Source: an optimization exercise on an open RTL-to-GDS flow (aim: small area and a short achievable clock period). Production flows keep margins and buffers that such runs may drop.
Where RTL was checked, it was by simulation tests only, not by an equivalence proof against the original.
No activity file was given, so power comes from the tool's default toggle rates.

==> run E: inputs <==
// uw_phase_resolver
module uw_phase_resolver (
    input clk,
    input rst,
    input [31:0] uw_pattern,                 
    output [13:0] mem_addr,                  
    input signed [15:0] rd_i,                
    input signed [15:0] rd_q,                
    output reg wr_en,
    output [13:0] wr_addr,
    output signed [15:0] wr_i,
    output signed [15:0] wr_q,
    output reg [1:0] best_rot,               
    output [13:0] match_index,               
    output reg valid                         
);
    reg [13:0] pos;
    reg        started;
    reg [4:0]  max_level;
    reg [1:0]  rot_found;                    
    reg [13:0] best_index_n;                 
    wire [14:0] next  = {1'b0, pos} + 15'd1;
    wire        last  = next[14];                
    wire        count = ~last | (~started & ~wr_en);
    assign mem_addr    = next[13:0];
    assign wr_addr     = pos;
    assign match_index = ~(best_index_n | {14{~valid}});
    wire judge = started & ~valid & ~(&pos[13:1]);
    wire [31:0] win;
    window_buffer buffer_inst (
        .clk(clk),
        .rst(rst),
        .in_in(rd_i[15] & started),              
        .in_qn(rd_q[15] & started),
        .win(win)
    );
    wire [1:0] match_rot;
    wire [4:0] match_level;
    uw_match_score scorer (
  ...
==> module uw_phase_resolver, before the edit <==
module uw_phase_resolver (
    input clk,
    input rst,
    input [31:0] uw_pattern,                 
    output [13:0] mem_addr,                  
    input signed [15:0] rd_i,                
    input signed [15:0] rd_q,                
    output reg wr_en,
    output [13:0] wr_addr,
    output signed [15:0] wr_i,
    output signed [15:0] wr_q,
    output reg [1:0] best_rot,               
    output [13:0] match_index,               
    output reg valid                         
);
    reg [13:0] pos;
    reg        started;
    reg [4:0]  max_level;
    reg [1:0]  rot_found;                    
    reg [13:0] best_index_n;                 
    wire [14:0] next  = {1'b0, pos} + 15'd1;
    wire        last  = next[14];                
    wire        count = ~last | (~started & ~wr_en);
    assign mem_addr    = next[13:0];
    assign wr_addr     = pos;
    assign match_index = ~(best_index_n | {14{~valid}});
    wire judge = started & ~valid & ~(&pos[13:1]);
    wire [31:0] win;
    window_buffer buffer_inst (
        .clk(clk),
        .rst(rst),
        .in_in(rd_i[15] & started),              
        .in_qn(rd_q[15] & started),
        .win(win)
    );
    wire [1:0] match_rot;
    wire [4:0] match_level;
    uw_match_score scorer (
        .uw_pattern(uw_pattern),
        .win(win),
        .best_rot(match_rot),
        .level(match_level)
    );
    phase_corrector pc_inst (
        .best_rot(best_rot),
        .i_in(rd_i),
        .q_in(rd_q),
        .i_out(wr_i),
        .q_out(wr_q)
    );
    always @(posedge clk) begin
        pos     <= next[13:0] | {14{rst | ~count}};
        started <= ~rst & (last ? ~(started ^ valid) | wr_en : started);
        valid   <= ~rst & (valid | (last & started));
        wr_en   <= ~rst & (last ? ~started & valid & ~wr_en : wr_en);
    end
    wire better = judge && match_level > max_level;
    always @(posedge clk) begin
        if (rst) begin
            max_level <= 5'd0;
            rot_found <= 2'd0;
            best_rot  <= 2'd0;
        end else begin
            if (better) begin
                max_level <= match_level;
                rot_found <= match_rot;
            end
            best_rot <= rot_found;
        end
    end
    always @(posedge clk) begin
        if (better)
            best_index_n <= ~{pos[13:4] - 10'd1, pos[3:0]};
    end
endmodule
==> module window_buffer, before the edit <==
module window_buffer (
    input clk,
    input rst,
    input in_in,             
    input in_qn,             
    output [31:0] win
);
    localparam [31:0] INV = 32'hcccc_cccc;      
    reg [31:0] sr;
    always @(posedge clk) begin
        if (rst)
            sr <= INV;                           
        else
            sr <= {~sr[29:0], in_qn, in_in};
    end
    wire [31:0] flags = sr ^ INV;
    genvar k;
    generate
        for (k = 0; k < 16; k = k + 1) begin : g_win
            assign win[2*k+1] = flags[31-2*k];
            assign win[2*k]   = flags[30-2*k];
        end
    endgenerate
endmodule
==> module uw_match_score, before the edit <==
module uw_match_score (
    input  [31:0] uw_pattern,
    input  [31:0] win,           
    output [1:0]  best_rot,
    output [4:0]  level          
);
    wire [15:0] alpha, beta;
    genvar k;
    generate
        for (k = 0; k < 16; k = k + 1) begin : g_sym
            wire in = win[2*k];
            wire qn = win[2*k+1];
            wire uq = uw_pattern[31-2*k];
            wire ui = uw_pattern[30-2*k];
            wire e  = ~(uq ^ ui);
            assign alpha[k] = (e ? in : qn) ^ uq;
            assign beta[k]  = (e ? qn : in) ^ ui;
        end
    endgenerate
    function [1:0] fa(input x, input y, input z);
        fa = {(x & y) | (x & z) | (y & z), x ^ y ^ z};
    endfunction
    function [1:0] ha(input x, input y);
        ha = {x & y, x ^ y};
    endfunction
    function [4:0] pop16(input [15:0] x);
        reg [1:0] a1, a2, a3, a4, a5, b1, b2, b3, c1, c2, c3, d1, d2, e1, e2, e3;
        begin
            a1 = fa(x[0], x[1], x[2]);
            a2 = fa(x[3], x[4], x[5]);
            a3 = fa(x[6], x[7], x[8]);
            a4 = fa(x[9], x[10], x[11]);
            a5 = fa(x[12], x[13], x[14]);
            b1 = fa(a1[0], a2[0], a3[0]);
            b2 = fa(a4[0], a5[0], x[15]);
            b3 = ha(b1[0], b2[0]);
            c1 = fa(a1[1], a2[1], a3[1]);
            c2 = fa(a4[1], a5[1], b1[1]);
            c3 = fa(c1[0], c2[0], b2[1]);
            d1 = ha(c3[0], b3[1]);
            e1 = fa(c1[1], c2[1], c3[1]);
            e2 = ha(e1[0], d1[1]);
            e3 = ha(e1[1], e2[1]);
            pop16 = {e3[1], e3[0], e2[0], d1[0], b3[0]};
        end
    endfunction
    wire [4:0] a = pop16(alpha);
    wire [4:0] b = pop16(beta);
    wire a_lo = ~(a[4] | a[3]);                  
    wire b_lo = ~(b[4] | b[3]);                  
    wire b_hi = b[4] | (b[3] & (|b[2:0]));        
    wire [3:0] a_m = {a[4], a[2:0] ^ {3{a_lo}}};
    wire [3:0] b_m = {b[4], b[2:0] ^ {3{b_lo}}};
    assign level    = a_m + b_m + {a_lo | b_lo, ~(a_lo ^ b_lo)};
    assign best_rot = {a_lo, a_lo ? b_hi : b_lo};
endmodule
Settings: LEC_CHECK=0, CAP_MARGIN=20, CORE_MARGIN=2, CORE_UTILIZATION=65, PLACE_DENSITY=0.75, SLEW_MARGIN=20; clock period 28.0 ns.
standard.sh (not shown) runs the stock make flow with config.mk's settings and CLKGATE_MAP_FILE= SYNTH_SCRIPT=/design/flow/synth_recipe.tcl, a recipe that flattens the netlist after the stock synthesis.
==> flow/flow/run.sh <==
#!/bin/bash
# Own layout flow: the standard ORFS layout (standard.sh) with two changes:
#  * ABC maps the logic with the area-oriented script in flow/abc_area.script
#    instead of ORFS's speed script (registers, their names and cells are
#    untouched: ABC only maps the combinational logic);
#  * the port buffers that buffer_ports puts on every input and output are
#    sky130_fd_sc_hd__buf_1.
set -euo pipefail
here=$(pwd)
export BUFFER_PORTS_ARGS="-buffer_cell sky130_fd_sc_hd__buf_1"
# Clock tree without the dummy loads CTS adds for balance.
export CTS_ARGS="-sink_clustering_enable -repair_clock_nets -dont_use_dummy_load -buf_list {sky130_fd_sc_hd__clkbuf_4 sky130_fd_sc_hd__clkbuf_8} -sink_clustering_size 30 -sink_clustering_max_diameter 80"
sed "s#@SCRIPT@#$here/flow/abc_area.script#" flow/abc_override.tcl > flow_abc_override.tcl
sed "s#^source \$::env(SCRIPTS_DIR)/synth.tcl#source $here/flow_abc_override.tcl\n&#" synth_recipe.tcl > flow_synth.tcl
grep -q flow_abc_override flow_synth.tcl
sed "s#SYNTH_SCRIPT=[^ ]*#SYNTH_SCRIPT=$here/flow_synth.tcl#" standard.sh > flow_standard.sh
grep -q "SYNTH_SCRIPT=$here/flow_synth.tcl" flow_standard.sh
bash flow_standard.sh finish > flow_make.log 2>&1
==> flow/flow/abc_area.script <==
&get -n
&st
&dch -f
&nf -a
&put
topo
==> flow/flow/abc_override.tcl <==
# Sourced before ORFS's synth.tcl: its "abc -script <ORFS script> ..." call
# runs with the area-oriented script instead (all other arguments kept).
proc abc {args} {
  set i [lsearch -exact $args -script]
  if { $i >= 0 } {
    set args [lreplace $args [expr {$i + 1}] [expr {$i + 1}] {@SCRIPT@}]
  }
  puts "abc (flow override): $args"
  yosys abc {*}$args
}
==> run K: changes against run E <==
--- a/flow/design.v
+++ b/flow/design.v
@@ -124,21 +124,22 @@
 );
     reg [13:0] pos;
-    reg        started;
+    reg        held;
     reg [4:0]  max_level;
-    reg [1:0]  rot_found;                    
+    reg        better_d;                     
+    reg [1:0]  rot_d;                        
     reg [13:0] best_index_n;                 
     wire [14:0] next  = {1'b0, pos} + 15'd1;
     wire        last  = next[14];                
-    wire        count = ~last | (~started & ~wr_en);
+    wire        hold  = last & held;
     assign mem_addr    = next[13:0];
     assign wr_addr     = pos;
     assign match_index = ~(best_index_n | {14{~valid}});
-    wire judge = started & ~valid & ~(&pos[13:1]);
+    wire judge = ~valid & ~(&pos[13:1]);
     wire [31:0] win;
     window_buffer buffer_inst (
         .clk(clk),
         .rst(rst),
-        .in_in(rd_i[15] & started),              
-        .in_qn(rd_q[15] & started),
+        .in_in(rd_i[15] & ~last),                
+        .in_qn(rd_q[15] & ~last),
         .win(win)
     );
@@ -159,26 +160,27 @@
     );
     always @(posedge clk) begin
-        pos     <= next[13:0] | {14{rst | ~count}};
-        started <= ~rst & (last ? ~(started ^ valid) | wr_en : started);
-        valid   <= ~rst & (valid | (last & started));
-        wr_en   <= ~rst & (last ? ~started & valid & ~wr_en : wr_en);
+        pos   <= next[13:0] | {14{rst | hold}};
+        held  <= ~rst & (last ? valid | ~held : held);
+        valid <= ~rst & (valid | (last & held));
+        wr_en <= ~rst & (last ? valid & ~wr_en & ~held : wr_en);
     end
     wire better = judge && match_level > max_level;
     always @(posedge clk) begin
-        if (rst) begin
+        if (rst)
             max_level <= 5'd0;
-            rot_found <= 2'd0;
-            best_rot  <= 2'd0;
-        end else begin
-            if (better) begin
-                max_level <= match_level;
-                rot_found <= match_rot;
-            end
-            best_rot <= rot_found;
-        end
+        else if (better)
+            max_level <= match_level;
+        better_d <= ~rst & better;
+        rot_d    <= match_rot;
     end
     always @(posedge clk) begin
-        if (better)
-            best_index_n <= ~{pos[13:4] - 10'd1, pos[3:0]};
+        if (rst)
+            best_rot <= 2'd0;
+        else if (better_d)
+            best_rot <= rot_d;
+    end
+    always @(posedge clk) begin
+        if (better_d)
+            best_index_n <= ~(pos - 14'd17);
     end
 endmodule
==> flow/flow/run.sh (replaced) <==
#!/bin/bash
# Own layout flow: the standard ORFS layout (standard.sh) with these changes:
#  * ABC maps the logic with scripts of its own instead of ORFS's speed
#    script (delay-oriented for the wr_i/wr_q cone, area-oriented for the
#    rest), and only full adders are extracted as adder cells (see
#    flow/abc_override.tcl; registers, their names and cells are untouched:
#    both only change how the combinational logic is mapped);
#  * the port buffers that buffer_ports puts on every input and output are
#    sky130_fd_sc_hd__buf_1.
set -euo pipefail
here=$(pwd)
export BUFFER_PORTS_ARGS="-buffer_cell sky130_fd_sc_hd__buf_1"
# Clock tree without the dummy loads CTS adds for balance.
export CTS_ARGS="-sink_clustering_enable -repair_clock_nets -dont_use_dummy_load -buf_list sky130_fd_sc_hd__clkbuf_8"
sed "s#@DIR@#$here/flow#g" flow/abc_override.tcl > flow_abc_override.tcl
sed "s#^source \$::env(SCRIPTS_DIR)/synth.tcl#source $here/flow_abc_override.tcl\n&#" synth_recipe.tcl > flow_synth.tcl
grep -q flow_abc_override flow_synth.tcl
sed "s#SYNTH_SCRIPT=[^ ]*#SYNTH_SCRIPT=$here/flow_synth.tcl#" standard.sh > flow_standard.sh
grep -q "SYNTH_SCRIPT=$here/flow_synth.tcl" flow_standard.sh
bash flow_standard.sh finish > flow_make.log 2>&1
==> flow/flow/abc_delay.script (new file) <==
&get -n
&st
&dch -f
&if -g -K 6
&synch2
&nf
&put
topo
==> flow/flow/abc_override.tcl (replaced) <==
# Sourced before ORFS's synth.tcl (flow/run.sh fills in @DIR@).
#
# ORFS's "abc -script <ORFS speed script> ..." call maps the logic in two
# runs, all other arguments kept:
#  * first the combinational cone of the wr_i/wr_q outputs (the phase
#    corrector, from the rd_i/rd_q inputs and the registers) with the
#    delay-oriented script flow/abc_delay.script, as it lies on the
#    input-to-output path;
#  * then all the rest with the area-oriented script flow/abc_area.script.
# Registers are already mapped by then and are not touched.
proc abc {args} {
  set i [lsearch -exact $args -script]
  set delay_args [lreplace $args [expr {$i + 1}] [expr {$i + 1}] {@DIR@/abc_delay.script}]
  set area_args [lreplace $args [expr {$i + 1}] [expr {$i + 1}] {@DIR@/abc_area.script}]
  yosys select -set corrector o:wr_i o:wr_q %u %ci*:-sky130_fd_sc_hd__dfxtp_1,sky130_fd_sc_hd__edfxtp_1
  puts "abc (flow override, wr_i/wr_q cone): $delay_args"
  yosys abc {*}$delay_args @corrector
  yosys select -clear
  puts "abc (flow override, the rest): $area_args"
  yosys abc {*}$area_args
}

# ORFS's "extract_fa" call extracts only full adders: half adders stay plain
# gates, which ABC maps without the inverters a half-adder cell often needs.
proc extract_fa {args} {
  puts "extract_fa (flow override): -fa"
  yosys extract_fa -fa
}
==> run Y: changes against run E <==
--- a/flow/design.v
+++ b/flow/design.v
@@ -7,18 +7,16 @@
     output [31:0] win
 );
-    localparam [31:0] INV = 32'hcccc_cccc;      
-    reg [31:0] sr;
+    reg [33:0] sr;
     always @(posedge clk) begin
         if (rst)
-            sr <= INV;                           
+            sr <= 34'd0;
         else
-            sr <= {~sr[29:0], in_qn, in_in};
+            sr <= {sr[31:0], in_qn, in_in};
     end
-    wire [31:0] flags = sr ^ INV;
     genvar k;
     generate
         for (k = 0; k < 16; k = k + 1) begin : g_win
-            assign win[2*k+1] = flags[31-2*k];
-            assign win[2*k]   = flags[30-2*k];
+            assign win[2*k+1] = sr[33-2*k];
+            assign win[2*k]   = sr[32-2*k];
         end
     endgenerate
@@ -76,7 +74,7 @@
     wire b_lo = ~(b[4] | b[3]);                  
     wire b_hi = b[4] | (b[3] & (|b[2:0]));        
-    wire [3:0] a_m = {a[4], a[2:0] ^ {3{a_lo}}};
-    wire [3:0] b_m = {b[4], b[2:0] ^ {3{b_lo}}};
-    assign level    = a_m + b_m + {a_lo | b_lo, ~(a_lo ^ b_lo)};
+    wire [4:0] a_mag = a_lo ? (5'd8 - a) : (a - 5'd8);
+    wire [4:0] b_mag = b_lo ? (5'd8 - b) : (b - 5'd8);
+    assign level    = a_mag + b_mag + 5'd1;
     assign best_rot = {a_lo, a_lo ? b_hi : b_lo};
 endmodule
@@ -126,6 +124,5 @@
     reg        started;
     reg [4:0]  max_level;
-    reg [1:0]  rot_found;                    
-    reg [13:0] best_index_n;                 
+    reg [13:0] best_index;
     wire [14:0] next  = {1'b0, pos} + 15'd1;
     wire        last  = next[14];                
@@ -133,6 +130,6 @@
     assign mem_addr    = next[13:0];
     assign wr_addr     = pos;
-    assign match_index = ~(best_index_n | {14{~valid}});
-    wire judge = started & ~valid & ~(&pos[13:1]);
+    assign match_index = valid ? best_index : 14'd0;
+    wire judge = started & ~valid & ~last & (|pos);
     wire [31:0] win;
     window_buffer buffer_inst (
@@ -159,8 +156,18 @@
     );
     always @(posedge clk) begin
-        pos     <= next[13:0] | {14{rst | ~count}};
-        started <= ~rst & (last ? ~(started ^ valid) | wr_en : started);
-        valid   <= ~rst & (valid | (last & started));
-        wr_en   <= ~rst & (last ? ~started & valid & ~wr_en : wr_en);
+        if (rst) begin
+            pos     <= 14'h3fff;
+            started <= 1'b0;
+            valid   <= 1'b0;
+            wr_en   <= 1'b0;
+        end else begin
+            if (count)
+                pos <= next[13:0];
+            if (last) begin
+                started <= ~(started ^ valid) | wr_en;
+                valid   <= valid | started;
+                wr_en   <= ~started & valid & ~wr_en;
+            end
+        end
     end
     wire better = judge && match_level > max_level;
@@ -168,17 +175,13 @@
         if (rst) begin
             max_level <= 5'd0;
-            rot_found <= 2'd0;
             best_rot  <= 2'd0;
-        end else begin
-            if (better) begin
-                max_level <= match_level;
-                rot_found <= match_rot;
-            end
-            best_rot <= rot_found;
+        end else if (better) begin
+            max_level <= match_level;
+            best_rot  <= match_rot;
         end
     end
     always @(posedge clk) begin
         if (better)
-            best_index_n <= ~{pos[13:4] - 10'd1, pos[3:0]};
+            best_index <= pos - 14'd17;
     end
 endmodule
==> flow/flow/run.sh (replaced) <==
#!/bin/bash
# Own layout flow: the standard ORFS layout, with the port buffers that
# buffer_ports inserts on every input and output made of the smallest plain
# buffer (sky130_fd_sc_hd__buf_1) instead of ORFS's default choice.
set -euo pipefail
export BUFFER_PORTS_ARGS="-buffer_cell sky130_fd_sc_hd__buf_1"
bash standard.sh finish > standard_flow.log 2>&1
--- a/flow/config.mk
+++ b/flow/config.mk
@@ -8,5 +8,5 @@
 export CAP_MARGIN = 20
 export CORE_MARGIN = 2
-export CORE_UTILIZATION = 65
-export PLACE_DENSITY = 0.75
+export CORE_UTILIZATION = 40
+export PLACE_DENSITY = 0.6
 export SLEW_MARGIN = 20
removed: flow/flow/abc_area.script
removed: flow/flow/abc_override.tcl
==> run B: changes against run E <==
--- a/flow/flow/run.sh
+++ b/flow/flow/run.sh
@@ -10,5 +10,5 @@
 export BUFFER_PORTS_ARGS="-buffer_cell sky130_fd_sc_hd__buf_1"
 # Clock tree without the dummy loads CTS adds for balance.
-export CTS_ARGS="-sink_clustering_enable -repair_clock_nets -dont_use_dummy_load -buf_list {sky130_fd_sc_hd__clkbuf_4 sky130_fd_sc_hd__clkbuf_8} -sink_clustering_size 30 -sink_clustering_max_diameter 80"
+export CTS_ARGS="-sink_clustering_enable -repair_clock_nets -dont_use_dummy_load -buf_list sky130_fd_sc_hd__clkbuf_8"
 sed "s#@SCRIPT@#$here/flow/abc_area.script#" flow/abc_override.tcl > flow_abc_override.tcl
 sed "s#^source \$::env(SCRIPTS_DIR)/synth.tcl#source $here/flow_abc_override.tcl\n&#" synth_recipe.tcl > flow_synth.tcl
==> impl_metrics.csv <==
group,metric,value,unit
timing,worstMarginPinSlew,0.999,ns
drt,wl,10600,µm
worst_hold_path,worstHoldStart,"buffer_inst.sr[5]$_SDFF_PP0_",
pwr,clkPwrFrac,9.4,%
synth,synthTopCellsByArea,"dfxtp_1 (23%), mux2i_1 (12%), xnor2_1 (10%), fa_1 (9.8%), edfxtp_1 (8.2%)",
placement,dp_slack,14.74,ns
setup_path,arrival,7.43,ns
cells_and_area,stdcell_area,5920,µm²
pwr,power_frac_seq,23.5,%
setup_path,cp_cell_sequence,"buf_1 -> mux2i_1 -> nand4_1 -> or3_1 -> o31ai_1 -> xor2_1 -> buf_1",
run_status,status,"timing/DRC/antenna clean",
grt,globalRouteMet2Util,43.7,%
grt,met3_usage,6.27,%
synth,synth_top_family_by_area,"XOR/XNOR gates",
drt,wl_per_cell,13.6,µm
grt,grt_use_total,25.0,%
cells_and_area,inverters_excl_clock,44,
floorplanning,fp.dieW,92.8,µm
floorplanning,num_rows,32,
grt,met1_usage,29.7,%
Source of the figures above: run B

==> impl_metrics.csv <==
group,metric,value,unit
setup_path,cp_cell_sequence,"buf_1 -> mux2i_1 -> nand4_1 -> or3_1 -> o31ai_1 -> xor2_1 -> buf_1",
floorplanning,num_rows,32,
cells_and_area,inverters_excl_clock,44,
setup_path,arrival,7.43,ns
timing,worstMarginPinSlew,0.999,ns
drt,vias_per_cell,5.24,
synth,synth_top_family_by_area,"XOR/XNOR gates",
synth,synthTopCellsByArea,"dfxtp_1 (23%), mux2i_1 (12%), xnor2_1 (10%), fa_1 (9.8%), edfxtp_1 (8.2%)",
worst_hold_path,worstHoldStart,"buffer_inst.sr[5]$_SDFF_PP0_",
placement,dp_slack,14.74,ns
cells_and_area,stdcell_area,5920,µm²
run_status,status,"timing/DRC/antenna clean",
grt,met3_usage,6.27,%
grt,met1_usage,29.7,%
grt,globalRouteMet2Util,43.7,%
drt,wl,10600,µm
synth,syn_area,5120,µm²
pwr,clkPwrFrac,9.4,%
floorplanning,fp.dieW,92.8,µm
drt,wl_per_cell,13.6,µm
Source of the figures above: run E

==> impl_metrics.csv <==
group,metric,value,unit
run_status,status,"timing/DRC/antenna clean",
synth,synthTopCellsByArea,"dfxtp_1 (19%), fa_1 (7.5%), edfxtp_1 (6.8%), ha_1 (5.7%), mux2i_1 (5.5%)",
synth,synth_top_family_by_area,"simple AND/OR/NAND/NOR gates",
setup_path,cp_cell_sequence,"buf_1 -> nor3b_1 -> o211ai_1 -> or4b_1 -> o41ai_1 -> xor2_1 -> buf_1",
grt,met3_usage,3.34,%
pwr,power_frac_seq,20.0,%
pwr,clkPwrFrac,15.3,%
drt,wl_per_cell,12.8,µm
grt,met1_usage,23.4,%
worst_hold_path,worstHoldStart,"buffer_inst.sr[0]$_SDFF_PP0_",
placement,dp_slack,14.68,ns
cells_and_area,stdcell_area,7120,µm²
Source of the figures above: run Y

==> impl_metrics.csv <==
group,metric,value,unit
drt,wl,10400,µm
grt,grt_use_total,25.5,%
setup_path,cp_cell_sequence,"buf_1 -> mux2i_1 -> nand4_1 -> o31a_1 -> a21oi_1 -> xor2_1 -> buf_1",
setup_path,arrival,7.31,ns
run_status,status,"timing/DRC/antenna clean",
placement,dp_slack,15.10,ns
grt,met3_usage,7.64,%
pwr,clkPwrFrac,8.0,%
drt,wl_per_cell,13.6,µm
floorplanning,num_rows,32,
synth,synth_top_family_by_area,"XOR/XNOR gates",
cells_and_area,inverters_excl_clock,27,
cells_and_area,stdcell_area,5830,µm²
worst_hold_path,worstHoldStart,"buffer_inst.sr[0]$_SDFF_PP0_",
grt,met1_usage,31.0,%
Source of the figures above: run K

Only the layout flow was run in run E, run Y and run B; the RTL was not checked for function there.

[afterwards: timing with drivers on the ports]
How much do the figures lean on ideal ports? The routed layouts below were timed once more, with nothing changed but the port constraints. Step 1 assumes that a clkbuf_16 drives the clock port and a buf_2 every other input. Step 2 moves the port delays by t, midway between the first and last clock arrival at a register: inputs arrive t later, outputs are due t later. That takes back most of the time a late clock gives input paths. a / b / c = no drivers / after step 1 / after step 2; a / b = the first two.
| run | shift t [ns] | setup WS [ns] | worst setup path after step 2 | worst register clock-pin slew, ns |
|---|---|---|---|---|
| run E | 0.383 | 14.970 / 14.945 / 14.711 | input to register | 0.08 / 0.08 |
| run K | 0.364 | 15.089 / 15.066 / 15.066 | input to output | 0.08 / 0.08 |
| run Y | 0.363 | 14.641 / 14.616 / 14.616 | input to output | 0.06 / 0.06 |
| run B | 0.383 | 14.970 / 14.945 / 14.711 | input to register | 0.08 / 0.08 |
After both steps every run listed still meets setup and hold.
